Context: an optimization exercise on an open-source flow, tuned for small area. The choices shown serve that exercise and are no tape-out recipe.
Only simulation tests tie the RTL to the original design; equivalence was not proved.
No activity file was given, so power comes from the tool's default toggle rates.

**flow/run.sh**
```bash
#!/bin/bash
# synth_recipe.tcl (not shown) runs the flow's synth.tcl, then flattens the netlist and writes it again
# the make line also repeats each setting of config.mk as NAME=value (left out here)
make -C /OpenROAD-flow-scripts/flow DESIGN_CONFIG=/design/flow/config.mk WORK_HOME=/design/flow/orfs CLKGATE_MAP_FILE= SYNTH_SCRIPT=/design/flow/synth_recipe.tcl finish
```
**flow/constraint.sdc**
```tcl
create_clock -name core_clock -period 8.5 [get_ports {clk}]
set_input_delay 1.7000 -clock core_clock [delete_from_list [all_inputs] [get_ports {clk}]]
set_output_delay 1.7000 -clock core_clock [all_outputs]
set_load 0.01 [all_outputs]
```
**flow/config.mk**
```make
export PLATFORM = sky130hd
export DESIGN_NAME = processor_v3
export DESIGN_NICKNAME = processor_v3
export VERILOG_FILES = /design/flow/design.v
export SDC_FILE = /design/flow/constraint.sdc
export NUM_CORES = 8
export LEC_CHECK = 0
export CAP_MARGIN = 20
export CORE_MARGIN = 2
export CORE_UTILIZATION = 40
export CTS_CLUSTER_DIAMETER = 80
export CTS_CLUSTER_SIZE = 20
export SLEW_MARGIN = 20
export SYNTH_HIERARCHICAL = 1
```
**flow/design.v**
```verilog
module proc_pc(
    input nrst,
    input [31:0] pc,
    input [31:0] new_pc,
    input pc_src,            
    output [31:0] d
    );
    wire [31:0] inc;
    wire [32:2] c;
    assign c[2] = 1'b1;
    assign inc[1:0] = pc[1:0];
    genvar i;
    generate
        for (i = 2; i < 32; i = i + 1) begin : g_inc
            if (i == 2) begin : g_first
                g_inv n(.a(pc[i]), .y(inc[i]));
                assign c[i+1] = pc[i];
            end else begin : g_rest
                g_ha h(.a(pc[i]), .b(c[i]), .s(inc[i]), .co(c[i+1]));
            end
        end
    endgenerate
    wire e_new = nrst & pc_src;
    wire e_inc = nrst & !pc_src;
    generate
        for (i = 0; i < 32; i = i + 1) begin : g_d
            g_a22o m(.a(e_new), .b(new_pc[i]), .c(e_inc), .d(inc[i]), .y(d[i]));
        end
    endgenerate
endmodule
module g_inv(input a, output y);
    assign y = !a;
endmodule
module g_nand2(input a, input b, output y);
    assign y = !(a & b);
endmodule
module g_and2(input a, input b, output y);
    assign y = a & b;
endmodule
module g_xor2(input a, input b, output y);
    assign y = a ^ b;
endmodule
module g_xnor2(input a, input b, output y);
    assign y = !(a ^ b);
endmodule
module g_nand3(input a, input b, input c, output y);
    assign y = !(a & b & c);
endmodule
module g_nand4(input a, input b, input c, input d, output y);
    assign y = !(a & b & c & d);
endmodule
module g_nor2(input a, input b, output y);
    assign y = !(a | b);
endmodule
module g_or3(input a, input b, input c, output y);
    assign y = a | b | c;
endmodule
module g_a21o(input a, input b, input c, output y);
    assign y = (a & b) | c;
endmodule
module g_a22o(input a, input b, input c, input d, output y);
    assign y = (a & b) | (c & d);
endmodule
module g_a221o(input a, input b, input c, input d, input e, output y);
    assign y = (a & b) | (c & d) | e;
endmodule
module g_a222oi(input a, input b, input c, input d, input e, input f, output y);
    assign y = !((a & b) | (c & d) | (e & f));
endmodule
module g_ha(input a, input b, output s, output co);
    assign s = a ^ b;
    assign co = a & b;
endmodule
module rf_rdbit(input [30:0] d, input [30:0] s, output y);
    wire [10:0] t;
    wire [2:0] u;
    genvar k;
    generate
        for (k = 0; k < 10; k = k + 1) begin : g_t
            g_a222oi a(.a(s[3*k]), .b(d[3*k]), .c(s[3*k+1]), .d(d[3*k+1]),
                       .e(s[3*k+2]), .f(d[3*k+2]), .y(t[k]));
        end
    endgenerate
    g_nand2 n0(.a(s[30]), .b(d[30]), .y(t[10]));
    g_nand4 n1(.a(t[0]), .b(t[1]), .c(t[2]), .d(t[3]), .y(u[0]));
    g_nand4 n2(.a(t[4]), .b(t[5]), .c(t[6]), .d(t[7]), .y(u[1]));
    g_nand3 n3(.a(t[8]), .b(t[9]), .c(t[10]), .y(u[2]));
    g_or3 o(.a(u[0]), .b(u[1]), .c(u[2]), .y(y));
endmodule
module proc_rf(
    input [31*64-1:0] d,
    input [30:0] sel,
    output [63:0] rdata
    );
    genvar j, k;
    generate
        for (j = 0; j < 64; j = j + 1) begin : g_bit
            wire [30:0] col;
            for (k = 0; k < 31; k = k + 1) begin : g_col
                assign col[k] = d[64*k+j];
            end
            rf_rdbit b(.d(col), .s(sel), .y(rdata[j]));
        end
    endgenerate
endmodule
module add_chain8(input [7:0] p, input [7:0] g, input ci, output [7:0] c);
    assign c[0] = ci;
    genvar k;
    generate
        for (k = 0; k < 7; k = k + 1) begin : g_c
            g_a21o a(.a(p[k]), .b(c[k]), .c(g[k]), .y(c[k+1]));
        end
    endgenerate
endmodule
module add_gp8(input [7:0] p, input [7:0] g, output gg, output pp);
    wire [7:0] c;
    assign c[0] = g[0];
    genvar k;
    generate
        for (k = 1; k < 8; k = k + 1) begin : g_c
            g_a21o a(.a(p[k]), .b(c[k-1]), .c(g[k]), .y(c[k]));
        end
    endgenerate
    assign gg = c[7];
    wire n0, n1;
    g_nand4 a0(.a(p[0]), .b(p[1]), .c(p[2]), .d(p[3]), .y(n0));
    g_nand4 a1(.a(p[4]), .b(p[5]), .c(p[6]), .d(p[7]), .y(n1));
    g_nor2 a2(.a(n0), .b(n1), .y(pp));
endmodule
module add_carry #(parameter N = 8) (input [8*N-1:0] p, input [8*N-1:0] g, input ci, output [8*N-1:0] c);
    wire [N:0] gc;
    assign gc[0] = ci;
    genvar j;
    generate
        for (j = 0; j < N; j = j + 1) begin : g_grp
            add_chain8 ch(.p(p[8*j +: 8]), .g(g[8*j +: 8]), .ci(gc[j]), .c(c[8*j +: 8]));
            if (j < N - 1) begin : g_la
                wire gg, pp;
                add_gp8 gp(.p(p[8*j +: 8]), .g(g[8*j +: 8]), .gg(gg), .pp(pp));
                g_a21o la(.a(pp), .b(gc[j]), .c(gg), .y(gc[j+1]));
            end
        end
    endgenerate
endmodule
module processor_v3
    #(  parameter DATA_DEP = 512,
        parameter PROG_ADDR_WID = 30,
        parameter DATA_ADDR_WID = 29
    )
    (
        input clk,
        input nrst,
        input [31:0] inst,
        input [63:0] rdata,
        output [31:0] pc,
        output [31:0] addr,
        output wr_en,
        output [63:0] wdata,
        output [7:0] wmask,
        output [63:0] ALUop1,
        output [63:0] ALUop2,
        output [63:0] ALUres,
        output [63:0] RFwrdata,
        output RFwren
    );
    reg RFi_wren;
    reg [4:0] RFi_rd;
    reg [63:0] RFi_wrdata;
    wire [63:0] RFo_rs1data;
    wire [63:0] RFo_rs2data;
    reg [31:0] PCi_newpc;
    reg PCi_pcsrc;
    reg mem_wren;
    reg [63:0] mem_wrdata;
    reg [2:0] mem_wrmask;        
    reg [31:0] ID_inst;
    reg ID_valid;                
    reg [31:0] IFf_pc;
    reg [63:0] ALU_op1;
    reg [63:0] ALU_op2;
    reg [63:0] ALU_res;
    reg [2:0] ALU_mode;
    reg IDf_RF_wren, ALUf_RF_wren;
    reg [4:0] IDf_RF_rd, ALUf_RF_rd;
    reg [2:0] IDf_RF_wrmask, ALUf_RF_wrmask;    
    reg IDf_RF_u, ALUf_RF_u;
    reg IDf_RF_data_sel, ALUf_RF_data_sel;
    reg [63:0] IDf_mem_wrdata;
    reg IDf_mem_wren;
    reg [2:0] IDf_mem_wrmask;
    assign addr = {ALU_res[31:3], 3'd0};
    assign wr_en = mem_wren;
    assign wdata = mem_wrdata;
    assign wmask = {{4{mem_wrmask[2]}}, {2{mem_wrmask[1]}}, {2{mem_wrmask[0]}}};
    assign ALUop1 = ALU_op1;
    assign ALUop2 = ALU_op2;
    assign ALUres = ALU_res;
    assign RFwrdata = RFi_wrdata;
    assign RFwren = RFi_wren;
    genvar gi, gj;
    wire [31*64-1:0] rf_q;
    wire [63:0] rf_wd = RFi_wrdata & {64{nrst}};
    generate
        for (gi = 1; gi < 32; gi = gi + 1) begin : g_row
            wire we = !nrst | (RFi_wren & (RFi_rd == gi));
            wire nwe = !we;
            wire [63:0] d;
            reg [63:0] q;
            for (gj = 0; gj < 64; gj = gj + 1) begin : g_b
                g_a22o h(.a(we), .b(rf_wd[gj]), .c(nwe), .d(q[gj]), .y(d[gj]));
            end
            always @(posedge clk)
                q <= d;
            assign rf_q[64*(gi-1) +: 64] = q;
        end
    endgenerate
    wire [30:0] sel1, sel2;
    generate
        for (gi = 1; gi < 32; gi = gi + 1) begin : g_sel
            assign sel1[gi-1] = ID_inst[19:15] == gi;
            assign sel2[gi-1] = ID_inst[24:20] == gi;
        end
    endgenerate
    proc_rf RP1(.d(rf_q), .sel(sel1), .rdata(RFo_rs1data));
    proc_rf RP2(.d(rf_q), .sel(sel2), .rdata(RFo_rs2data));
    wire [6:0] opc = {ID_inst[6:1], ID_inst[0] & ID_valid};
    wire [2:0] f3 = ID_inst[14:12];
    wire [6:0] f7 = ID_inst[31:25];
    wire is_ld   = opc == 7'b0000011;
    wire is_st   = opc == 7'b0100011;
    wire is_ar   = opc == 7'b0110011;
    wire is_ai   = opc == 7'b0010011;
    wire is_br   = opc == 7'b1100011;
    wire is_jal  = opc == 7'b1101111;
    wire is_jalr = opc == 7'b1100111;
    wire is_j    = is_jal | is_jalr;
    wire wr_rf   = is_ld | is_ar | is_ai | is_j;
    wire use_rs1 = is_ld | is_st | is_ar | is_ai | is_br;
    wire rs_eq;
    pipe_eq EQ(.a(RFo_rs1data), .b(RFo_rs2data), .y(rs_eq));
    wire taken = is_br & ((f3 == 3'b000 & rs_eq) | (f3 == 3'b001 & !rs_eq));
    wire redirect = taken | is_j;
    wire t_rs = is_jalr;
    wire t_pc = !is_jalr;
    wire [31:0] tgt_base;
    generate
        for (gi = 0; gi < 32; gi = gi + 1) begin : g_tb
            g_a22o m(.a(t_rs), .b(RFo_rs1data[gi]), .c(t_pc), .d(IFf_pc[gi]), .y(tgt_base[gi]));
        end
    endgenerate
    wire [31:0] tgt_off = is_jalr ? {{20{ID_inst[31]}}, ID_inst[31:20]} :
                          is_jal  ? {{12{ID_inst[31]}}, ID_inst[19:12], ID_inst[20], ID_inst[30:21], 1'b0} :
                                    {{20{ID_inst[31]}}, ID_inst[7], ID_inst[30:25], ID_inst[11:8], 1'b0};
    wire [31:0] tgt;
    pipe_add32 TGT(.a(tgt_base), .b(tgt_off), .y(tgt));
    wire np_en = redirect;
    wire np_hold = !redirect;
    wire [31:0] newpc_d;
    generate
        for (gi = 0; gi < 32; gi = gi + 1) begin : g_np
            g_a22o m(.a(np_en), .b(tgt[gi]), .c(np_hold), .d(PCi_newpc[gi]), .y(newpc_d[gi]));
        end
    endgenerate
    wire [31:0] pc_d;
    proc_pc PC(.nrst(nrst), .pc(pc), .new_pc(PCi_newpc), .pc_src(PCi_pcsrc), .d(pc_d));
    reg [31:0] r_pc;
    assign pc = r_pc;
    wire o1_rs = nrst & use_rs1;
    wire o1_pc = nrst & is_j;
    wire o1_h  = nrst & !(use_rs1 | is_j);
    wire [63:0] op1_d;
    generate
        for (gi = 0; gi < 32; gi = gi + 1) begin : g_o1l
            wire n;
            g_a222oi m(.a(o1_rs), .b(RFo_rs1data[gi]), .c(o1_pc), .d(IFf_pc[gi]), .e(o1_h), .f(ALU_op1[gi]), .y(n));
            g_inv i(.a(n), .y(op1_d[gi]));
        end
        for (gi = 32; gi < 64; gi = gi + 1) begin : g_o1h
            g_a22o m(.a(o1_rs), .b(RFo_rs1data[gi]), .c(o1_h), .d(ALU_op1[gi]), .y(op1_d[gi]));
        end
    endgenerate
    wire use_rs2 = is_ar | is_br;
    wire use_imm = is_ld | is_ai | is_st;
    wire o2_rs = nrst & use_rs2;
    wire o2_h  = nrst & !(use_rs2 | use_imm | is_j);
    wire o2_sx = nrst & use_imm & ID_inst[31];
    wire [63:0] op2_d;
    wire [11:0] imm12 = is_st ? {ID_inst[31:25], ID_inst[11:7]} : ID_inst[31:20];
    wire [11:0] op2_lo = use_imm ? imm12 : is_j ? 12'd4 : use_rs2 ? RFo_rs2data[11:0] : ALU_op2[11:0];
    assign op2_d[11:0] = nrst ? op2_lo : 12'd0;
    generate
        for (gi = 12; gi < 64; gi = gi + 1) begin : g_o2h
            g_a221o m(.a(o2_rs), .b(RFo_rs2data[gi]), .c(o2_h), .d(ALU_op2[gi]), .e(o2_sx), .y(op2_d[gi]));
        end
    endgenerate
    wire sd_en = nrst & is_st;
    wire sd_h = nrst & !is_st;
    wire [63:0] sdata_d;
    generate
        for (gi = 0; gi < 64; gi = gi + 1) begin : g_sd
            g_a22o m(.a(sd_en), .b(RFo_rs2data[gi]), .c(sd_h), .d(IDf_mem_wrdata[gi]), .y(sdata_d[gi]));
        end
    endgenerate
    wire [63:0] alu_n;           
    pipe_alu ALU(.mode(ALU_mode), .a(ALU_op1), .b(ALU_op2), .yn(alu_n));
    wire [63:0] wb_data;
    pipe_wb WB(.nrst(nrst), .sel(ALUf_RF_data_sel), .res(ALU_res), .rdata(rdata),
               .mask(ALUf_RF_wrmask), .u(ALUf_RF_u), .y(wb_data));
    always @(posedge clk) begin
        r_pc <= pc_d;
        PCi_newpc <= newpc_d;
        ALU_op1 <= op1_d;
        ALU_op2 <= op2_d;
        IDf_mem_wrdata <= sdata_d;
        RFi_wrdata <= wb_data;
        ALU_res <= ~alu_n & {64{nrst}};
        mem_wrdata <= IDf_mem_wrdata & {64{nrst}};
    end
    always @(posedge clk) begin
        if (!nrst) begin
            RFi_wren <= 0;
            PCi_pcsrc <= 0;
            mem_wren <= 0;
            mem_wrmask <= 0;
            ALU_mode <= 0;
            IDf_RF_wren <= 0;
            ALUf_RF_wren <= 0;
            IDf_RF_wrmask <= 0;
            ALUf_RF_wrmask <= 0;
            IDf_mem_wren <= 0;
            IDf_mem_wrmask <= 0;
            ID_valid <= 0;
        end else begin
            RFi_wren <= ALUf_RF_wren;
            mem_wren <= IDf_mem_wren;
            mem_wrmask <= IDf_mem_wrmask;
            ALUf_RF_wren <= IDf_RF_wren;
            ALUf_RF_wrmask <= IDf_RF_wrmask;
            if (is_ld | is_st | is_ai | is_j)
                ALU_mode <= 3'd0;
            else if (is_ar) begin
                if (f3 == 3'b000 && f7 == 7'b0000000) ALU_mode <= 3'd0;
                else if (f3 == 3'b000 && f7 == 7'b0100000) ALU_mode <= 3'd1;
                else if (f3 == 3'b111) ALU_mode <= 3'd2;
                else if (f3 == 3'b110) ALU_mode <= 3'd3;
                else if (f3 == 3'b100) ALU_mode <= 3'd4;
                else if (f3 == 3'b010) ALU_mode <= 3'd5;
            end
            if (wr_rf)
                IDf_RF_wren <= 1'b1;
            else if (is_st | is_br)
                IDf_RF_wren <= 1'b0;
            if (is_ld) begin
                case (f3)
                    3'b011: IDf_RF_wrmask <= 3'b111;
                    3'b010, 3'b110: IDf_RF_wrmask <= 3'b011;
                    3'b001, 3'b101: IDf_RF_wrmask <= 3'b001;
                    default: ;
                endcase
            end else if (is_ar | is_ai | is_j)
                IDf_RF_wrmask <= 3'b111;
            if (is_st)
                IDf_mem_wren <= 1'b1;
            else if (is_ld | is_ar | is_ai | is_br | is_j)
                IDf_mem_wren <= 1'b0;
            if (is_ld)
                IDf_mem_wrmask <= 3'b000;
            else if (is_st) begin
                case (f3)
                    3'b011: IDf_mem_wrmask <= 3'b111;
                    3'b010: IDf_mem_wrmask <= 3'b011;
                    3'b001: IDf_mem_wrmask <= 3'b001;
                    default: ;
                endcase
            end
            if (redirect)
                PCi_pcsrc <= 1'b1;
            else if (is_ld | is_st | is_ar | is_ai)
                PCi_pcsrc <= 1'b0;
            ID_valid <= 1'b1;
        end
    end
    always @(posedge clk) begin
        ID_inst <= inst;
        IFf_pc <= pc;
        RFi_rd <= ALUf_RF_rd;
        ALUf_RF_rd <= IDf_RF_rd;
        ALUf_RF_u <= IDf_RF_u;
        ALUf_RF_data_sel <= IDf_RF_data_sel;
        if (wr_rf)
            IDf_RF_rd <= ID_inst[11:7];
        if (is_ld)
            IDf_RF_data_sel <= 1'b0;
        else if (is_ar | is_ai | is_j)
            IDf_RF_data_sel <= 1'b1;
        if (is_ld) begin
            case (f3)
                3'b011, 3'b110, 3'b101: IDf_RF_u <= 1'b1;
                3'b010, 3'b001: IDf_RF_u <= 1'b0;
                default: ;
            endcase
        end else if (is_ar | is_ai | is_j)
            IDf_RF_u <= 1'b1;
    end
endmodule
module pipe_alu(input [2:0] mode, input [63:0] a, input [63:0] b, output [63:0] yn);
    wire sub = mode == 3'd1 || mode == 3'd5;
    wire k_sum = mode == 3'd0 || mode == 3'd1;
    wire k_g = mode == 3'd2 || mode == 3'd3;      
    wire k_p = mode == 3'd3 || mode == 3'd4;      
    wire k_slt = mode == 3'd5;
    wire [63:0] bx, p, g, c, s;
    genvar i;
    generate
        for (i = 0; i < 64; i = i + 1) begin : g_bit
            g_xor2 x0(.a(b[i]), .b(sub), .y(bx[i]));
            g_xor2 x1(.a(a[i]), .b(bx[i]), .y(p[i]));
            g_and2 a0(.a(a[i]), .b(bx[i]), .y(g[i]));
            g_xor2 x2(.a(p[i]), .b(c[i]), .y(s[i]));
        end
    endgenerate
    add_carry #(.N(8)) CY(.p(p), .g(g), .ci(sub), .c(c));
    wire slt = (a[63] ^ b[63]) ? a[63] : s[63];
    assign yn[0] = !((k_sum & s[0]) | (k_g & g[0]) | (k_p & p[0]) | (k_slt & slt));
    generate
        for (i = 1; i < 64; i = i + 1) begin : g_out
            g_a222oi m(.a(k_sum), .b(s[i]), .c(k_g), .d(g[i]), .e(k_p), .f(p[i]), .y(yn[i]));
        end
    endgenerate
endmodule
module pipe_wb(input nrst, input sel, input [63:0] res, input [63:0] rdata, input [2:0] mask, input u,
               output [63:0] y);
    wire [2:0] ms = {3{nrst & sel}} & mask;
    wire [2:0] mr = {3{nrst & !sel}} & mask;
    wire src15 = sel ? res[15] : rdata[15];
    wire src31 = sel ? res[31] : rdata[31];
    wire sx = nrst & !u;
    wire e1 = sx & !mask[1] & mask[0] & src15;
    wire e2 = sx & !mask[2] & (mask[1] ? src31 : mask[0] & src15);
    genvar i;
    generate
        for (i = 0; i < 16; i = i + 1) begin : g_r0
            g_a22o m(.a(ms[0]), .b(res[i]), .c(mr[0]), .d(rdata[i]), .y(y[i]));
        end
        for (i = 16; i < 32; i = i + 1) begin : g_r1
            g_a221o m(.a(ms[1]), .b(res[i]), .c(mr[1]), .d(rdata[i]), .e(e1), .y(y[i]));
        end
        for (i = 32; i < 64; i = i + 1) begin : g_r2
            g_a221o m(.a(ms[2]), .b(res[i]), .c(mr[2]), .d(rdata[i]), .e(e2), .y(y[i]));
        end
    endgenerate
endmodule
module pipe_eq(input [63:0] a, input [63:0] b, output y);
    assign y = a == b;
endmodule
module pipe_add32(input [31:0] a, input [31:0] b, output [31:0] y);
    wire [31:0] p, g, c;
    genvar i;
    generate
        for (i = 0; i < 32; i = i + 1) begin : g_bit
            g_xor2 x1(.a(a[i]), .b(b[i]), .y(p[i]));
            g_and2 a0(.a(a[i]), .b(b[i]), .y(g[i]));
            g_xor2 x2(.a(p[i]), .b(c[i]), .y(y[i]));
        end
    endgenerate
    add_carry #(.N(4)) CY(.p(p), .g(g), .ci(1'b0), .c(c));
endmodule
```
==> results of run 1 <==
## how the worst min path moves through the flow
stage	end	slack (ns)	start	cells after the start
2_1_floorplan	RFi_rd[0]	0.31	ALUf_RF_rd[0]	0
3_3_place_gp	RFi_rd[1]	0.31	ALUf_RF_rd[1]	0
3_5_place_dp	RFi_rd[4]	0.31	ALUf_RF_rd[4]	0
4_1_cts	RFi_rd[3]	0.32	ALUf_RF_rd[3]	0
5_1_grt	RFi_rd[3]	0.34	ALUf_RF_rd[3]	0
6_report	RFi_rd[1]	0.33	ALUf_RF_rd[1]	0
## flip-flops by register name, summed over array words and instances, names as in the netlist, 3 cells and up
register        cells
RFi_rd              5
ALUf_RF_rd          5
ID_inst            32
g_row.q          1984
PCi_newpc          32
ALU_op1            64
mem_wrmask          3
IFf_pc             32
ALU_mode            3
ALU_res            64
ALU_op2            64
ALUf_RF_wrmask      3
IDf_mem_wrmask      3
IDf_mem_wrdata     64
IDf_RF_rd           5
RFi_wrdata         64
r_pc               32
mem_wrdata         64
IDf_RF_wrmask       3
## metrics by stage
step	hold WS (ns)	cells	utilization	worst slack (ns)
after floorplan	0.310	8222	-	0.285
after global placement	0.312	12200	0.453	1.32
after detailed placement	0.312	12200	0.453	1.33
after CTS	0.316	12400	0.472	1.25
after global routing	0.337	12400	0.473	0.711
final	0.332	12400	0.473	0.706
## final cells by class
cell class                 instances  area share
inverter                          75     0.00282
sequential                      2537       0.443
clock buffer                     171      0.0357
tap                             3202      0.0349
timing repair buffer             860      0.0711
clock inverter                    33     0.00404
antenna                           40    0.000872
multi-input combinational       5509       0.408
## where the power goes
part | switching (uW) | total [uW] | internal [uW]
clock network | 4420 | 8050 | 3630
logic | 1170 | 1390 | 219
registers | 81.2 | 12000 | 12000
total | 5670 | 21500 | 15800
## placed cells by master, fill, tap and decap left out, types with 18 or more instances in the layout
master	instances
dfxtp_1	2531
o21ai_0	23
buf_12	33
nor4_1	18
nand4_1	283
a21o_1	164
diode_2	40
ha_1	29
a21oi_1	38
nand3_1	142
inv_1	43
nor2_4	57
buf_4	333
a222oi_1	1375
and2_1	209
o21ai_4	33
clkbuf_16	158
or3_1	133
a221o_1	100
clkdlybuf4s50_1	487
and2_2	27
xor2_1	319
nand2_1	156
clkinv_2	32
a22o_1	2193
nor2_1	90
## metal layers
layer  wire, um  up-vias  part of all wire
met4      54200       48             0.099
met2     210000    10500              0.38
met3      90400     2814              0.17
li1           -    38200                 -
met1     190000    48700              0.35
met5       1500        -            0.0028
==> flow_metrics.tcl, run 1 <==
set metrics [dict create \
    crit_start "ID_inst[22]" \
    crit_required_ns 9.25 \
    portBuffers 488 \
    arrival_ns 8.54 \
    multi_input_area_sq_mm 0.0468 \
    cts_buffers 154 \
    grt_first_pass_wirelength_um 741000 \
    slowest_stage "nor3_4" \
    grt_util_met1 0.501 \
    die_width_um 498 \
    dp_hpwl_um 339000 \
    clkSlewWorstSetupHoldPaths_ns 0.09 \
    cp-end-kind "flop" \
    postSynthCellCount 8218 \
    setup_viol 0 \
    area_growth_pct 17.8 \
    status "no timing/DRC/antenna violations" \
    overflow 0 \
    post-route-period-util 0.917 \
    worst_hold_path_type "reg -> reg" \
    grt-busiest-layer "met2" \
    setup_tns_ns 0 \
    vdd_drop_max_v 0.000209 \
    slew-limit-headroom 0.0689 \
    num_rows 181 \
    cp.depth 16 \
    track_usage 0.415 \
    cts_setup_buffers 0 \
    ctsLongestPathBuffers 3 \
    drc 0 \
    critPathTopFamily "simple AND/OR/NAND/NOR gates" \
    cts_tree "done" \
    nFillCells 22000 \
    hold_buffers 0 \
    nets 9264 \
    die_h_um 498 \
    final_area_sq_mm 0.115 \
    r2r_end "PCi_newpc[6]" \
    start_kind "flop" \
    antenna_found_initial 46 \
    reg2reg_depth 16 \
    reg2reg_slack_ns 0.71 \
    crit_chain "nand2b_1, nor3_4, buf_4, a222oi_1, nand4_1, or3_1, xor2_1, nor4_2, nand4_1, nor4_2, xnor2_1, nor4_1, o21ai_4, inv_1, buf_4, a22o_1" \
    synthesis.area_sq_mm 0.0975 \
    power.total_uw 21500 \
    io_pins 492 \
    hold_viol 0 \
    post_drt_wl_per_cell_um 43.9 \
    vias 100000 \
    grt_start_max_net_pins 83 \
    synth_warnings 7 \
    grt.met2_usage 0.560 \
    h-tree-depth 4 \
    avgSynthCellArea_sq_um 11.9 \
    finalClockSkew_ns 0.0592 \
    start_util 0.401 \
    fmax_ghz 0.128 \
    seqCellArea_sq_mm 0.0508 \
    cts.sinks 2537 \
    core_area_sq_mm 0.243 \
    gp_congestion 0.992 \
    dr.pass1.iters 17 \
    r2r_start "ID_inst[22]" \
    drv_slew 0 \
    path_max_fanout 16 \
    grt_pass1_vias 94300 \
    drive_gt1_frac 0.0842 \
    power_density_mw_per_mm2 187 \
    rsz0062_at_grt "no" \
    path_buf_inv 3 \
    die-area_sq_mm 0.248 \
    tightest_slew_ns 1.39 \
    grtUsageMet3 0.187 \
    drv_cap 0 \
    place_area_sq_mm 0.110 \
    p_leak_uw 0.0449 \
    root_buffer "clkbuf_16" \
    critical_path_class "reg -> reg" \
    clk_latency_ns 0.91 \
    crit_path_max_incr_delay_ns 1.23 \
    period_minus_slack_ns 7.79 \
    cts_resized 0 \
    ant_nets 0 \
    vias_per_cell 8.07 \
    first_iter_violations 25300 \
    wirelength_um 546000 \
    cp-endpoint "PCi_newpc[6]" \
]
==> inputs of run 2 (changes only) <==
==> flow/flow/run.sh (new file) <==
#!/bin/bash
# Layout: the standard flow (standard synthesis, floorplan, power grid,
# placement, CTS, routing), with three changes to how the layout is made:
#  - the port buffers are the platform's smallest buffer, buf_1, instead of
#    the one buffer_ports picks by default (clkdlybuf4s50_1);
#  - clock tree synthesis clusters the flip-flops into larger groups per
#    leaf buffer and inserts no dummy loads.
# Every tool's output goes to the ORFS logs under orfs/logs/; make's own
# output goes to make_standard.log in this folder.
set -euo pipefail
export BUFFER_PORTS_ARGS="-buffer_cell sky130_fd_sc_hd__buf_1"
export CTS_ARGS="-sink_clustering_enable -repair_clock_nets -dont_use_dummy_load -sink_clustering_size 24 -sink_clustering_max_diameter 90"
bash standard.sh > make_standard.log 2>&1
==> flow/standard.sh (new file) <==
#!/bin/bash
# synth_recipe.tcl (not shown) runs the flow's synth.tcl, then flattens the netlist and writes it again
# the make line also repeats each setting of config.mk as NAME=value (left out here)
make -C /OpenROAD-flow-scripts/flow DESIGN_CONFIG=/design/flow/config.mk WORK_HOME=/design/flow/orfs CLKGATE_MAP_FILE= SYNTH_SCRIPT=/design/flow/synth_recipe.tcl "${@:-finish}"
removed: flow/run.sh
==> run 2 against run 1 <==
Compared with the run above:
- total power shrank 5.9%
- die area is the same
- via count shrank 1.5%
- wire length shrank 0.48%
- first-iteration DRC count shrank 0.79%
- critical endpoint is now PCi_newpc[30]
==> flow_metrics.tcl, run 2 <==
set metrics [dict create \
    start_util 0.401 \
    p_int_uw 14900 \
    clkSlewWorstSetupHoldPaths_ns 0.10 \
    status "no timing/DRC/antenna violations" \
    worst_hold_path_type "reg -> reg" \
    place_area_sq_mm 0.107 \
    p_leak_uw 0.0429 \
    first_iter_violations 25100 \
    fmax_ghz 0.129 \
    track_usage 0.413 \
    reg2reg_depth 18 \
    dr.pass1.iters 15 \
    vias 98800 \
    die_width_um 498 \
    cts_setup_buffers 0 \
    crit_chain "nand2_1, nor2_4, buf_4, buf_4, a222oi_1, nand4_1, or3_1, xor2_1, nor4_1, nand4_1, nor4_2, xnor2_1, nor4_1, o21ai_4, buf_4, inv_1, buf_4, a22o_1" \
    dr_wl_met3_um 88200 \
    hold_viol 0 \
    largest_reg_flops 1984 \
    post_drt_wl_per_cell_um 44.2 \
    wl_met2_um 213000 \
    h-tree-depth 4 \
    top_layer "met5" \
    reg2reg_slack_ns 0.73 \
    holdPathStages 0 \
    layout_commonest_cell "dfxtp_1" \
    power.share.switching 0.261 \
    path_buf_inv 5 \
    cts_resized 0 \
    power_density_mw_per_mm2 183 \
    post-route-period-util 0.914 \
    tightest_slew_ns 1.26 \
    path_max_fanout 22 \
    setup_viol 0 \
    dp_hpwl_um 327000 \
    period_minus_slack_ns 7.77 \
    finalClockSkew_ns 0.105 \
    hold_buffers 0 \
    die-area_sq_mm 0.248 \
    utilization 0.454 \
    cts_buffers 132 \
    hold_path_end "RFi_rd[2]" \
    pwr-share-comb 0.066 \
    nFillCells 22300 \
    r2r_end "PCi_newpc[30]" \
    start_kind "flop" \
    clk_latency_ns 0.89 \
    drive_gt1_frac 0.0731 \
    portBuffers 488 \
    slowest_stage "nor2_4" \
    vdd_drop_max_v 0.000215 \
    largest_register "g_row.q" \
    arrival_ns 8.44 \
    num_rows 181 \
    cts.sinks 2537 \
    ant_nets 0 \
    p_switching_uw 5280 \
    critical_path_class "reg -> reg" \
    nets 9196 \
    area_growth_pct 13.2 \
    cts_tree "done" \
    synthesis.area_sq_mm 0.0975 \
    io_pins 492 \
    avgSynthCellArea_sq_um 11.9 \
    multi_input_area_sq_mm 0.0468 \
    drc 0 \
    crit_path_max_incr_delay_ns 0.85 \
    critPathTopFamily "simple AND/OR/NAND/NOR gates" \
    pwr-share-clk 0.338 \
    wirelength_um 543000 \
    cp-end-kind "flop" \
    hold_start "ALUf_RF_rd[2]" \
    seq_power_share 0.596 \
    antenna_found_initial 48 \
    vias_per_cell 8.04 \
    setup_tns_ns 0 \
    overflow 0 \
    crit_required_ns 9.17 \
    rsz0062_at_grt "no" \
    seqCellArea_sq_mm 0.0508 \
    m1WireLength_um 192000 \
    root_buffer "clkbuf_16" \
    drv_slew 0 \
    grt_start_max_net_pins 100 \
    hold_ws_ns 0.332 \
    most-common-layout-cells "2,531 x dfxtp_1, 2,193 x a22o_1, 1,375 x a222oi_1, 487 x buf_1, 320 x xor2_1" \
    synth_warnings 7 \
    slew-limit-headroom 0.160 \
    final_area_sq_mm 0.110 \
    die_h_um 498 \
    gp_congestion 0.975 \
    cp_common_cell "buf_4" \
    grt_first_pass_wirelength_um 737000 \
    r2r_start "ID_inst[17]" \
    grt_pass1_vias 91800 \
    drv_cap 0 \
    ctsLongestPathBuffers 3 \
    postSynthCellCount 8218 \
    core_area_sq_mm 0.243 \
]
-- run 2: worst max-delay path by stage --
stage / start / slack, ns / endpoint / cells after the start
CTS: ID_inst[17] / 1.01 / PCi_newpc[30] / 17
detailed placement: ID_inst[17] / 1.14 / PCi_newpc[17] / 17
floorplan: nrst / 0.28 / ALU_op1[0] / 5
global route: ALU_mode[0] / 0.77 / ALU_res[0] / 29
global placement: ID_inst[18] / 1.24 / PCi_newpc[10] / 17
finish: ID_inst[17] / 0.73 / PCi_newpc[30] / 18
-- run 2: final cells by class --
type / instances / share of cell area
multi-input cells: 5509 / 0.424
clock buffers: 132 / 0.0299
repair buffers: 814 / 0.0450
diodes: 29 / 0.000658
flip-flops and latches: 2537 / 0.461
inverters: 75 / 0.00304
well taps: 3202 / 0.0363
-- run 2: layer usage --
| layer | GRT usage | vias to the layer above |
|---|---|---|
| met5 | 0.00984 | - |
| met2 | 0.569 | 9995 |
| met4 | 0.308 | 38 |
| met1 | 0.514 | 48400 |
| li1 | - | 38000 |
| met3 | 0.168 | 2432 |
-- run 2: power by group through the flow --
stage	Combinational, uW	Sequential [uW]	Clock [uW]
2_1_floorplan	442	12300	0
3_3_place_gp	1200	12300	0
3_5_place_dp	1210	12300	0
4_1_cts	1210	12000	6780
5_1_grt	1260	12100	7170
6_report	1340	12000	6820
-- run 2: stage by stage --
step | cells | power [uW] | setup slack, ns
5_1_grt | 12300 | 20500 | 0.770
3_5_place_dp | 12100 | 13500 | 1.14
6_report | 12300 | 20200 | 0.732
4_1_cts | 12300 | 20000 | 1.01
2_1_floorplan | 8222 | 12700 | 0.285
3_3_place_gp | 12100 | 13500 | 1.24
==> inputs of run 3 (changes only) <==
--- a/flow/design.v
+++ b/flow/design.v
@@ -201,7 +201,8 @@
     wire [31*64-1:0] rf_q;
-    wire [63:0] rf_wd = RFi_wrdata & {64{nrst}};
+    wire [63:0] rf_wd = RFi_wrdata;
     generate
         for (gi = 1; gi < 32; gi = gi + 1) begin : g_row
-            wire we = !nrst | (RFi_wren & (RFi_rd == gi));
-            wire nwe = !we;
+            wire hit = RFi_wren & (RFi_rd == gi);
+            wire we = nrst & hit;
+            wire nwe = nrst & !hit;
             wire [63:0] d;
--- a/flow/flow/run.sh
+++ b/flow/flow/run.sh
@@ -6,3 +6,3 @@
 #  - clock tree synthesis clusters the flip-flops into larger groups per
-#    leaf buffer and inserts no dummy loads.
+#    leaf buffer (clkbuf_8 only) and inserts no dummy loads.
 # Every tool's output goes to the ORFS logs under orfs/logs/; make's own
@@ -11,3 +11,3 @@
 export BUFFER_PORTS_ARGS="-buffer_cell sky130_fd_sc_hd__buf_1"
-export CTS_ARGS="-sink_clustering_enable -repair_clock_nets -dont_use_dummy_load -sink_clustering_size 24 -sink_clustering_max_diameter 90"
+export CTS_ARGS="-sink_clustering_enable -repair_clock_nets -dont_use_dummy_load -sink_clustering_size 14 -sink_clustering_max_diameter 60 -buf_list sky130_fd_sc_hd__clkbuf_8"
 bash standard.sh > make_standard.log 2>&1
--- a/flow/config.mk
+++ b/flow/config.mk
@@ -10,4 +10,3 @@
 export CORE_UTILIZATION = 40
-export CTS_CLUSTER_DIAMETER = 80
-export CTS_CLUSTER_SIZE = 20
+export PLACE_DENSITY = 0.7
 export SLEW_MARGIN = 20
==> run 3 against run 2 <==
Compared with the run above:
- wire length down 5.7%
- non-clock buffer count shrank 5
- largest power group unchanged
- first-iteration DRC count grew 13%
- combinational power fell by 35%
- clock power down 9.7%
==> flow_metrics.tcl, run 3 <==
set metrics [dict create \
    largest_register "g_row.q" \
    antenna_found_initial 37 \
    clkSlewWorstSetupHoldPaths_ns 0.10 \
    gp_congestion 0.984 \
    slew-limit-headroom 0.0504 \
    hold_viol 0 \
    most-common-layout-cells "2,526 x dfxtp_1, 2,194 x a22o_1, 1,375 x a222oi_1, 487 x buf_1, 321 x xor2_1" \
    drv_slew 0 \
    postSynthCellCount 8185 \
    final_cell_count_no_fill 12300 \
    tightest_slew_ns 1.42 \
    dp.cells 12100 \
    num_rows 181 \
    cts_tree "done" \
    track_usage 0.388 \
    drc 0 \
    first_iter_violations 28500 \
    synthesis.area_sq_mm 0.0973 \
    area_growth_pct 12.5 \
    crit_required_ns 9.44 \
    ctsLongestPathBuffers 3 \
    reg2reg_depth 16 \
    root_buffer "clkbuf_8" \
    start_util 0.401 \
    r2r_end "PCi_newpc[19]" \
    reg2reg_slack_ns 0.95 \
    vias 101000 \
    overflow 0 \
    grt_start_max_net_pins 65 \
    worst_hold_path_type "reg -> reg" \
    dp_hpwl_um 307000 \
    final_area_sq_mm 0.109 \
    layout_commonest_cell "dfxtp_1" \
    post-route-period-util 0.889 \
    path_max_fanout 32 \
    fmax_ghz 0.132 \
    drv_cap 0 \
    synth_warnings 7 \
    largest_reg_flops 1984 \
    vias_per_cell 8.22 \
    wirelength_um 512000 \
    ant_nets 0 \
    post_drt_wl_per_cell_um 41.5 \
    clk_latency_ns 1.07 \
    vdd_drop_max_v 0.000143 \
    r2r_start "ID_inst[15]" \
    period_minus_slack_ns 7.55 \
    grt_first_pass_wirelength_um 705000 \
    cts_resized 0 \
    cts_buffers 203 \
    cts.sinks 2537 \
    portBuffers 488 \
    power_density_mw_per_mm2 174 \
    place_area_sq_mm 0.106 \
    cp-end-kind "flop" \
    start_kind "flop" \
    setup_tns_ns 0 \
    hold_buffers 0 \
    setup_viol 0 \
    crit_start "ID_inst[15]" \
    cp-endpoint "PCi_newpc[19]" \
    finalClockSkew_ns 0.124 \
    die_h_um 497 \
    status "no timing/DRC/antenna violations" \
    arrival_ns 8.49 \
    drive_gt1_frac 0.0775 \
    nets 9230 \
    core_area_sq_mm 0.243 \
    h-tree-depth 4 \
    grt_pass1_vias 94800 \
    rsz0062_at_grt "no" \
    avgSynthCellArea_sq_um 11.9 \
    die_width_um 497 \
    io_pins 492 \
    dr.pass1.iters 21 \
    critical_path_class "reg -> reg" \
    p_leak_uw 0.0423 \
    die-area_sq_mm 0.247 \
    cts_setup_buffers 0 \
]
==> run 3: metal layers <==
| metal | wire (um) | track usage |
|---|---|---|
| met1 | 172000 | 0.465 |
| met2 | 191000 | 0.511 |
| met3 | 96900 | 0.210 |
| met4 | 51200 | 0.293 |
| met5 | 1320 | 0.0247 |
==> run 3: worst max-delay path, cell delays in order (launching register included) <==
cell and delay [ns]:
dfxtp_1 0.48, or3b_1 0.55, nor2_4 0.99, buf_4 0.67, a222oi_1 0.27, nand4_1 0.16
or3_1 0.44, xor2_1 0.37, nor4_1 0.96, nand4_1 0.65, nor4_2 0.37, buf_4 0.20
xnor2_1 0.08, nor4_1 0.25, o21ai_2 0.11, inv_2 0.54, a22o_1 0.26
==> run 3: how the worst min path moves through the flow <==
| stage | from | end | cells past startpoint | slack (ns) |
|---|---|---|---|---|
| global route | ALUf_RF_rd[3] | RFi_rd[3] | 0 | 0.34 |
| global placement | ALUf_RF_rd[0] | RFi_rd[0] | 0 | 0.31 |
| floorplan | ALUf_RF_rd[0] | RFi_rd[0] | 0 | 0.31 |
| detailed placement | ALUf_RF_rd[2] | RFi_rd[2] | 0 | 0.31 |
| finish | r_pc[17] | IFf_pc[17] | 0 | 0.33 |
| CTS | ALUf_RF_rd[3] | RFi_rd[3] | 0 | 0.33 |
==> run 3: power breakdown <==
| group | leakage (uW) | total (uW) | internal [uW] | switching, uW |
|---|---|---|---|---|
| sequential | 0.0205 | 12000 | 11900 | 55.0 |
| clock | 0.00146 | 6160 | 2120 | 4040 |
| combinational | 0.0203 | 873 | 122 | 751 |
==> run 3: area by class of cell <==
class                           instances  area (sq um)
Fill cell                           22100        133000
Sequential cell                      2537         50900
Multi-Input combinational cell       5510         46800
Timing Repair Buffer                  809          4680
Tap cell                             3202          4010
Clock buffer                          203          2790
Inverter                               42           163
Antenna cell                           44           110
==> run 3: through the flow <==
| stage | hold WS, ns | setup slack [ns] | power, uW | utilization |
|---|---|---|---|---|
| after floorplan | 0.310 | 0.308 | 12500 | - |
| after global placement | 0.312 | 1.32 | 13000 | 0.439 |
| after detailed placement | 0.313 | 1.34 | 13000 | 0.439 |
| after CTS | 0.334 | 1.27 | 18800 | 0.450 |
| after global routing | 0.337 | 0.902 | 19300 | 0.451 |
| final | 0.330 | 0.946 | 19000 | 0.451 |
==> inputs of run 4 (changes only) <==
--- a/flow/design.v
+++ b/flow/design.v
@@ -54,2 +54,5 @@
 endmodule
+module g_nor4(input a, input b, input c, input d, output y);
+    assign y = !(a | b | c | d);
+endmodule
 module g_or3(input a, input b, input c, output y);
@@ -454,3 +457,22 @@
 module pipe_eq(input [63:0] a, input [63:0] b, output y);
-    assign y = a == b;
+    wire [63:0] d;
+    wire [31:0] e2;
+    wire [7:0] n8;
+    wire [1:0] e32;
+    genvar i;
+    generate
+        for (i = 0; i < 64; i = i + 1) begin : g_d
+            g_xor2 x(.a(a[i]), .b(b[i]), .y(d[i]));
+        end
+        for (i = 0; i < 32; i = i + 1) begin : g_e2
+            g_nor2 n(.a(d[2*i]), .b(d[2*i+1]), .y(e2[i]));
+        end
+        for (i = 0; i < 8; i = i + 1) begin : g_n8
+            g_nand4 n(.a(e2[4*i]), .b(e2[4*i+1]), .c(e2[4*i+2]), .d(e2[4*i+3]), .y(n8[i]));
+        end
+        for (i = 0; i < 2; i = i + 1) begin : g_e32
+            g_nor4 n(.a(n8[4*i]), .b(n8[4*i+1]), .c(n8[4*i+2]), .d(n8[4*i+3]), .y(e32[i]));
+        end
+    endgenerate
+    g_and2 o(.a(e32[0]), .b(e32[1]), .y(y));
 endmodule
--- a/flow/config.mk
+++ b/flow/config.mk
@@ -10,3 +10,2 @@
 export CORE_UTILIZATION = 40
-export PLACE_DENSITY = 0.7
 export SLEW_MARGIN = 20
==> run 4 against run 3 <==
Compared with the run above:
- worst hold slack got worse by 0.023 ns
- core utilization rose by 0.062 points
- sequential share of layout area about the same
- global-route usage rose by 1.7 points
- register-to-register slack better by 0.18 ns
- via count decreased by 1.6%
- combinational power is 5.5% higher
- maximum frequency up 2.4%
- first-iteration DRC count down 13%
- synthesized area is essentially flat
- critical path depth rose by 4
- critical endpoint is now PCi_newpc[10]
==> flow_metrics.tcl, run 4 <==
set metrics [dict create \
    ant_nets 0 \
    crit_chain "nand2_1, nor2_4, buf_4, buf_4, a222oi_1, nand3_1, or3_1, xor2_1, nor2_1, nand4_1, nor4_4, buf_4, and2_1, xnor2_1, nor4_1, o21ai_2, buf_4, inv_1, buf_4, a22o_1" \
    seqCellArea_sq_mm 0.0509 \
    postSynthCellCount 8207 \
    start_kind "flop" \
    multi_input_area_sq_mm 0.0469 \
    period_minus_slack_ns 7.37 \
    synth_warnings 7 \
    synthesis.area_sq_mm 0.0973 \
    utilization 0.452 \
    num_rows 181 \
    drive_gt1_frac 0.0787 \
    portBuffers 488 \
    top_layer "met5" \
    overflow 0 \
    cp-end-kind "flop" \
    die_width_um 497 \
    hold_buffers 0 \
    die_h_um 497 \
    power_density_mw_per_mm2 176 \
    wl_met2_um 204000 \
    crit_path_max_incr_delay_ns 0.86 \
    crit_required_ns 9.42 \
    setup_tns_ns 0 \
    first_iter_violations 24800 \
    p_leak_uw 0.0423 \
    post-route-period-util 0.868 \
    dr_wl_met3_um 93600 \
    clk_latency_ns 1.13 \
    slew-limit-headroom 0.139 \
    ctsLongestPathBuffers 3 \
    hold_viol 0 \
    drc 0 \
    grt_first_pass_wirelength_um 725000 \
    layout_commonest_cell "dfxtp_1" \
    wirelength_um 532000 \
    path_buf_inv 6 \
    arrival_ns 8.30 \
    status "no timing/DRC/antenna violations" \
    nFillCells 22300 \
    cts_setup_buffers 0 \
    cp_common_cell "buf_4" \
    antenna_found_initial 36 \
    post_drt_wl_per_cell_um 43.1 \
    dp_worst_setup_slack_ns 1.54 \
    path_max_fanout 34 \
    m1WireLength_um 186000 \
    tightest_slew_ns 1.29 \
    drv_cap 0 \
    most-common-layout-cells "2,513 x dfxtp_1, 2,194 x a22o_1, 1,375 x a222oi_1, 487 x buf_1, 321 x xor2_1" \
    track_usage 0.405 \
    nets 9253 \
    largest_reg_flops 1984 \
    core_area_sq_mm 0.243 \
    cts_tree "done" \
    fmax_ghz 0.136 \
    critical_path_class "reg -> reg" \
    vias 99800 \
    grt_start_max_net_pins 70 \
    largest_register "g_row.q" \
    drv_slew 0 \
    slowest_stage "nor2_4" \
    cts.sinks 2537 \
    cts_resized 0 \
    die-area_sq_mm 0.247 \
    dp_hpwl_um 309000 \
    worst_hold_path_type "reg -> reg" \
    setup_viol 0 \
    cts_buffers 213 \
    finalClockSkew_ns 0.190 \
    io_pins 492 \
    vdd_drop_max_v 0.000137 \
    fin_ws_ns 1.13 \
    avgSynthCellArea_sq_um 11.9 \
    start_util 0.401 \
    dr.pass1.iters 14 \
    critPathTopFamily "simple AND/OR/NAND/NOR gates" \
    rsz0062_at_grt "no" \
    vias_per_cell 8.08 \
    root_buffer "clkbuf_8" \
    h-tree-depth 4 \
    clkSlewWorstSetupHoldPaths_ns 0.10 \
    gp_congestion 0.948 \
    grt_pass1_vias 93700 \
    area_growth_pct 12.6 \
]
[run 4: cell count changes in the layout (fill, tap and decap cells not counted), moves of 12 or more]
cell     previous run  this run
dfxtp_2             5        18
nor4_1             16         2
nor2_1            109       141
dfxtp_1          2526      2513
buf_4             287       275
diode_2            44        31
[run 4: worst paths after layout]
kind	from	to	slack [ns]	cells after the start
max	ID_inst[23]	PCi_newpc[10]	1.13	20
min reg2reg	ALUf_RF_rd[1]	RFi_rd[1]	0.31	0
max reg2reg	ID_inst[23]	PCi_newpc[10]	1.13	20
min	ALUf_RF_rd[1]	RFi_rd[1]	0.31	0
[run 4: per-layer routing]
metal / global-route usage / vias to the layer above
met3: 0.199 / 2899
met5: 0.00868 / -
met2: 0.549 / 10400
met4: 0.291 / 35
met1: 0.492 / 48500
li1: - / 38100
[run 4: cell type report]
class	instances	share of cell area
Sequential cell	2537	0.464
Multi-Input combinational cell	5532	0.428
Inverter	42	0.00151
Antenna cell	31	0.000708
Clock buffer	213	0.0268
Timing Repair Buffer	800	0.0424
Tap cell	3202	0.0366
[run 4: stage by stage]
stage / area, sq um / power, uW / cells / hold WS [ns]
CTS: 109000 / 19100 / 12300 / 0.314
detailed placement: 107000 / 13100 / 12100 / 0.312
floorplan: 97400 / 12500 / 8211 / 0.310
global placement: 106000 / 13100 / 12100 / 0.314
finish: 110000 / 19300 / 12400 / 0.308
global route: 109000 / 19600 / 12300 / 0.315
[run 4: report_power, final]
part           internal [uW]  switching [uW]  total (uW)
sequential             11900            57.4       12000
clock                   2220            4150        6370
combinational            124             796         921
==> inputs of run 5 (changes only) <==
--- a/flow/config.mk
+++ b/flow/config.mk
@@ -10,2 +10,3 @@
 export CORE_UTILIZATION = 40
+export PLACE_DENSITY = 0.7
 export SLEW_MARGIN = 20
==> run 5 against run 4 <==
Compared with the run above:
- clock power fell by 1%
- sequential share of layout area fell by 0.11 points
- non-clock buffer count rose by 10
- still clean
==> flow_metrics.tcl, run 5 <==
set metrics [dict create \
    nets 9262 \
    wirelength_um 512000 \
    antenna_found_initial 44 \
    rsz0062_at_grt "no" \
    die_width_um 497 \
    cts_resized 0 \
    tightest_slew_ns 1.30 \
    place_area_sq_mm 0.107 \
    p_leak_uw 0.0424 \
    synth_warnings 7 \
    die-area_sq_mm 0.247 \
    vias 101000 \
    multi_input_area_sq_mm 0.0469 \
    h-tree-depth 4 \
    largest_reg_flops 1984 \
    most-common-layout-cells "2,512 x dfxtp_1, 2,194 x a22o_1, 1,375 x a222oi_1, 487 x buf_1, 320 x xor2_1" \
    holdPathStages 0 \
    period_minus_slack_ns 8.09 \
    area_growth_pct 12.8 \
    layout_commonest_cell "dfxtp_1" \
    fin_ws_ns 0.405 \
    crit_chain "nand2_1, nor2_4, buf_4, buf_4, a222oi_1, nand3_1, or3_1, xor2_1, nor2_1, nand4_1, nor4_4, and2_1, xnor2_1, nor4_1, o21ai_2, buf_4, inv_1, buf_4, a22o_1" \
    final_area_sq_mm 0.110 \
    hold_viol 0 \
    vdd_drop_max_v 0.000141 \
    core_area_sq_mm 0.243 \
    ant_nets 0 \
    m1WireLength_um 169000 \
    clk_latency_ns 1.15 \
    track_usage 0.388 \
    fmax_ghz 0.124 \
    postSynthCellCount 8207 \
    dr_wl_met3_um 96200 \
    crit_path_max_incr_delay_ns 1.22 \
    r2r_end "PCi_newpc[19]" \
    status "no timing/DRC/antenna violations" \
    path_max_fanout 34 \
    hold_path_end "RFi_rd[0]" \
    hold_start "ALUf_RF_rd[0]" \
    nFillCells 22000 \
    cts.sinks 2537 \
    dp_hpwl_um 303000 \
    top_layer "met5" \
    worst_hold_path_type "reg -> reg" \
    reg2reg_depth 19 \
    dp_worst_setup_slack_ns 1.12 \
    first_iter_violations 27700 \
    cts_tree "done" \
    drv_slew 0 \
    root_buffer "clkbuf_8" \
    drv_cap 0 \
    seqCellArea_sq_mm 0.0509 \
    arrival_ns 9.09 \
    wl_met2_um 196000 \
    drive_gt1_frac 0.0797 \
    ctsLongestPathBuffers 3 \
    reg2reg_slack_ns 0.41 \
    critical_path_class "reg -> reg" \
    gp_congestion 0.965 \
    grt_first_pass_wirelength_um 706000 \
    setup_viol 0 \
    r2r_start "ID_inst[23]" \
    synthesis.area_sq_mm 0.0973 \
    setup_tns_ns 0 \
    dr.pass1.iters 23 \
    avgSynthCellArea_sq_um 11.9 \
    grt_pass1_vias 95900 \
    start_kind "flop" \
    largest_register "g_row.q" \
    overflow 0 \
    clkSlewWorstSetupHoldPaths_ns 0.10 \
    power_density_mw_per_mm2 174 \
    post-route-period-util 0.952 \
    io_pins 492 \
    drc 0 \
    slew-limit-headroom 0.130 \
    die_h_um 497 \
    grt_start_max_net_pins 66 \
    post_drt_wl_per_cell_um 41.3 \
    num_rows 181 \
    crit_required_ns 9.49 \
    cp-end-kind "flop" \
    hold_buffers 0 \
    slowest_stage "nor4_4" \
    vias_per_cell 8.18 \
    hold_ws_ns 0.323 \
    start_util 0.401 \
    final_cell_count_no_fill 12400 \
    finalClockSkew_ns 0.213 \
    cts_setup_buffers 0 \
    cp_common_cell "buf_4" \
    portBuffers 488 \
    cts_buffers 212 \
    dp.cells 12100 \
]
-- run 5: critical path: cells and delay by family, from the launching register on --
kind | cells | cell delay [ns]
buf+inv | 5 | 2.04
xor+xnor | 2 | 0.33
compound gates | 3 | 0.68
simple gates | 9 | 4.35
flops | 1 | 0.48
-- run 5: cell type report --
cell class,count,area share
clock buffer,212,0.0266
multi-input combinational,5532,0.427
tap,3202,0.0365
antenna,48,0.00109
sequential,2537,0.463
timing repair buffer,810,0.0443
inverter,42,0.00150
-- run 5: stage by stage --
| stage | power, uW | util |
|---|---|---|
| after floorplan | 12500 | - |
| after global placement | 13000 | 0.439 |
| after detailed placement | 13000 | 0.440 |
| after CTS | 19000 | 0.452 |
| after global routing | 19400 | 0.452 |
| final | 19200 | 0.453 |
-- run 5: where the power goes --
group	total, uW	switching [uW]	internal (uW)
combinational	896	771	126
sequential	12000	57.1	11900
clock	6280	4070	2210
-- run 5: worst max-delay path by stage --
| stage | startpoint | end | slack [ns] | cells after the start |
|---|---|---|---|---|
| finish | ID_inst[23] | PCi_newpc[19] | 0.41 | 19 |
| detailed placement | ALU_mode[0] | ALU_res[0] | 1.12 | 28 |
| floorplan | nrst | ALU_op1[0] | 0.31 | 5 |
| CTS | ALU_mode[0] | ALU_res[63] | 1.05 | 26 |
| global placement | ALU_mode[0] | ALU_res[0] | 1.09 | 28 |
| global route | ID_inst[23] | PCi_newpc[30] | 0.63 | 19 |
-- run 5: layer usage --
layer  GRT usage  vias up
li1            -    38100
met1       0.455    48400
met2       0.522    11400
met3       0.215     3429
met4       0.289       45
met5      0.0212        -
==> inputs of run 6 (changes only) <==
==> flow/run.sh (new file) <==
#!/bin/bash
# synth_recipe.tcl (not shown) runs the flow's synth.tcl, then flattens the netlist and writes it again
# the make line also repeats each setting of config.mk as NAME=value (left out here)
make -C /OpenROAD-flow-scripts/flow DESIGN_CONFIG=/design/flow/config.mk WORK_HOME=/design/flow/orfs CLKGATE_MAP_FILE= SYNTH_SCRIPT=/design/flow/synth_recipe.tcl finish
--- a/flow/config.mk
+++ b/flow/config.mk
@@ -10,3 +10,4 @@
 export CORE_UTILIZATION = 40
-export PLACE_DENSITY = 0.7
+export CTS_CLUSTER_DIAMETER = 80
+export CTS_CLUSTER_SIZE = 20
 export SLEW_MARGIN = 20
removed: flow/flow/run.sh
removed: flow/standard.sh
==> run 6 against run 5 <==
Compared with the run above:
- die area is the same
- worst setup slack gained 0.92 ns
- clock skew decreased by 0.16 ns
- largest power group unchanged
- combinational power increased by 5.8%
- register-to-register slack gained 0.92 ns
- count of clock-buffer cells in the layout shrank 42
- core utilization up 1.9 points
- first-iteration DRC count fell by 12%
- largest cell class unchanged
==> flow_metrics.tcl, run 6 <==
set metrics [dict create \
    p_switching_uw 5300 \
    post_drt_wl_per_cell_um 42.6 \
    drv_cap 0 \
    setup_tns_ns 0 \
    place_area_sq_mm 0.110 \
    reg2reg_slack_ns 1.33 \
    io_pins 492 \
    dp_hpwl_um 323000 \
    status "no timing/DRC/antenna violations" \
    die-area_sq_mm 0.247 \
    start_util 0.401 \
    setup_viol 0 \
    grt_pass1_vias 94100 \
    cp_common_cell "buf_4" \
    drc 0 \
    final_cell_count_no_fill 12400 \
    die_width_um 497 \
    first_iter_violations 24300 \
    grt_start_max_net_pins 64 \
    vdd_drop_max_v 0.000189 \
    overflow 0 \
    cts_resized 0 \
    layout_commonest_cell "dfxtp_1" \
    largest_register "g_row.q" \
    holdPathStages 0 \
    core_area_sq_mm 0.243 \
    hold_path_end "RFi_rd[2]" \
    post-route-period-util 0.844 \
    drv_slew 0 \
    tightest_slew_ns 1.29 \
    nets 9245 \
    critical_path_class "reg -> reg" \
    gp_congestion 0.966 \
    die_h_um 497 \
    p_int_uw 15600 \
    path_buf_inv 4 \
    root_buffer "clkbuf_16" \
    rsz0062_at_grt "no" \
    cts_buffers 154 \
    antenna_found_initial 36 \
    postSynthCellCount 8207 \
    cp-end-kind "flop" \
    cts.sinks 2537 \
    most-common-layout-cells "2,515 x dfxtp_1, 2,194 x a22o_1, 1,375 x a222oi_1, 487 x clkdlybuf4s50_1, 345 x buf_4" \
    power_density_mw_per_mm2 183 \
    r2r_end "PCi_newpc[0]" \
    area_growth_pct 17.5 \
    vias 100000 \
    period_minus_slack_ns 7.17 \
    ant_nets 0 \
    hold_viol 0 \
    pwr-share-clk 0.382 \
    start_kind "flop" \
    drive_gt1_frac 0.0820 \
    crit_path_max_incr_delay_ns 1.10 \
    cts_setup_buffers 0 \
    nFillCells 21800 \
    power.share.switching 0.253 \
    crit_chain "nand3_1, nor2_4, buf_4, a222oi_1, nand4_1, or3_1, xor2_1, nor2_1, nand4_1, nor4_4, buf_4, and2_1, xnor2_1, nor4_1, o21ai_2, inv_1, buf_4, a22o_1" \
    largest_reg_flops 1984 \
    finalClockSkew_ns 0.0487 \
    r2r_start "ID_inst[24]" \
    cts_tree "done" \
    ctsLongestPathBuffers 3 \
    pwr-share-comb 0.045 \
    slew-limit-headroom 0.143 \
    critPathTopFamily "simple AND/OR/NAND/NOR gates" \
    portBuffers 488 \
    worst_hold_path_type "reg -> reg" \
    fmax_ghz 0.139 \
    vias_per_cell 8.06 \
    track_usage 0.403 \
    hold_start "ALUf_RF_rd[2]" \
    crit_required_ns 9.29 \
    fin_ws_ns 1.33 \
    path_max_fanout 32 \
    p_leak_uw 0.0444 \
    synth_warnings 7 \
    num_rows 181 \
    synthesis.area_sq_mm 0.0973 \
    hold_buffers 0 \
    dp_worst_setup_slack_ns 1.55 \
    reg2reg_depth 18 \
    final_area_sq_mm 0.114 \
    avgSynthCellArea_sq_um 11.9 \
    h-tree-depth 4 \
    wirelength_um 529000 \
    utilization 0.472 \
    seq_power_share 0.573 \
    clkSlewWorstSetupHoldPaths_ns 0.08 \
    slowest_stage "dfxtp_1" \
    arrival_ns 7.97 \
    clk_latency_ns 0.88 \
    dr.pass1.iters 17 \
    dp.cells 12200 \
    grt_first_pass_wirelength_um 728000 \
]
==> run 6: worst max-delay path by stage <==
stage | startpoint | to | slack, ns | cells past startpoint
after global placement | ALU_mode[0] | ALU_res[0] | 1.53 | 29
after detailed placement | ALU_mode[0] | ALU_res[0] | 1.55 | 29
final | ID_inst[24] | PCi_newpc[0] | 1.33 | 18
after floorplan | nrst | ALU_op1[0] | 0.31 | 5
after global routing | ALU_mode[0] | ALU_res[0] | 1.23 | 29
after CTS | ALU_mode[0] | ALU_res[0] | 1.54 | 29
==> run 6: cell type report <==
type | instances | area, sq um | share of cell area
Clock inverter | 36 | 499 | 0.00436
Tap cell | 3202 | 4010 | 0.0350
Clock buffer | 170 | 4030 | 0.0352
Timing Repair Buffer | 851 | 7850 | 0.0686
Sequential cell | 2537 | 50900 | 0.445
Inverter | 42 | 163 | 0.00142
Antenna cell | 44 | 110 | 0.000963
Multi-Input combinational cell | 5532 | 46900 | 0.410
==> run 6: power groups by stage <==
stage          clock (uW)  combinational [uW]  sequential [uW]
3_5_place_dp            0                 855            12300
3_3_place_gp            0                 848            12300
2_1_floorplan           0                 298            12200
6_report             8000                 948            12000
5_1_grt              8350                 898            12000
4_1_cts              7930                 858            12000
==> run 6: per-stage QoR <==
| step | power, uW | hold WS [ns] |
|---|---|---|
| floorplan | 12500 | 0.310 |
| global placement | 13100 | 0.314 |
| detailed placement | 13100 | 0.312 |
| CTS | 20800 | 0.332 |
| global route | 21200 | 0.339 |
| finish | 20900 | 0.335 |
==> run 6: metal layers <==
metal  vias to the layer above  track usage  share of wire
met5                         -       0.0197         0.0012
met1                     48600        0.489           0.35
met3                      2908        0.180           0.17
met2                     10400        0.555           0.39
li1                      38200            -              -
met4                        27        0.299          0.093

## re-timing with driven ports
The flow's constraints put no driver on any port. The routed layouts listed below were extracted and timed again, unchanged, in two steps.
Step 1 sets driving cells, clkbuf_16 on the clock port and buf_2 on the other inputs (assumed; they add their load-dependent delay and slew).
Step 2, shift: input delay + t, output delay - t, t = (earliest + latest rising clock arrival at the registers) / 2. This alone moves slack from input paths to output paths.
a / b / c = ideal / step 1 / step 2; a / b = the first two.
| run | shift t [ns] | setup slack, ns | hold WS [ns] |
|---|---|---|---|
| run 1 | 0.982 | 0.706 / 0.706 / 0.706 | 0.332 / 0.332 / 0.332 |
| run 2 | 0.948 | 0.732 / 0.732 / 0.732 | 0.332 / 0.332 / 0.332 |
| run 3 | 1.109 | 0.946 / 0.946 / 0.946 | 0.330 / 0.330 / 0.330 |
| run 4 | 1.136 | 1.126 / 1.126 / 1.126 | 0.308 / 0.308 / 0.308 |
| run 5 | 1.156 | 0.405 / 0.405 / 0.405 | 0.323 / 0.323 / 0.323 |
| run 6 | 0.964 | 1.325 / 1.325 / 1.325 | 0.335 / 0.335 / 0.335 |
After both steps every run listed still meets setup and hold.
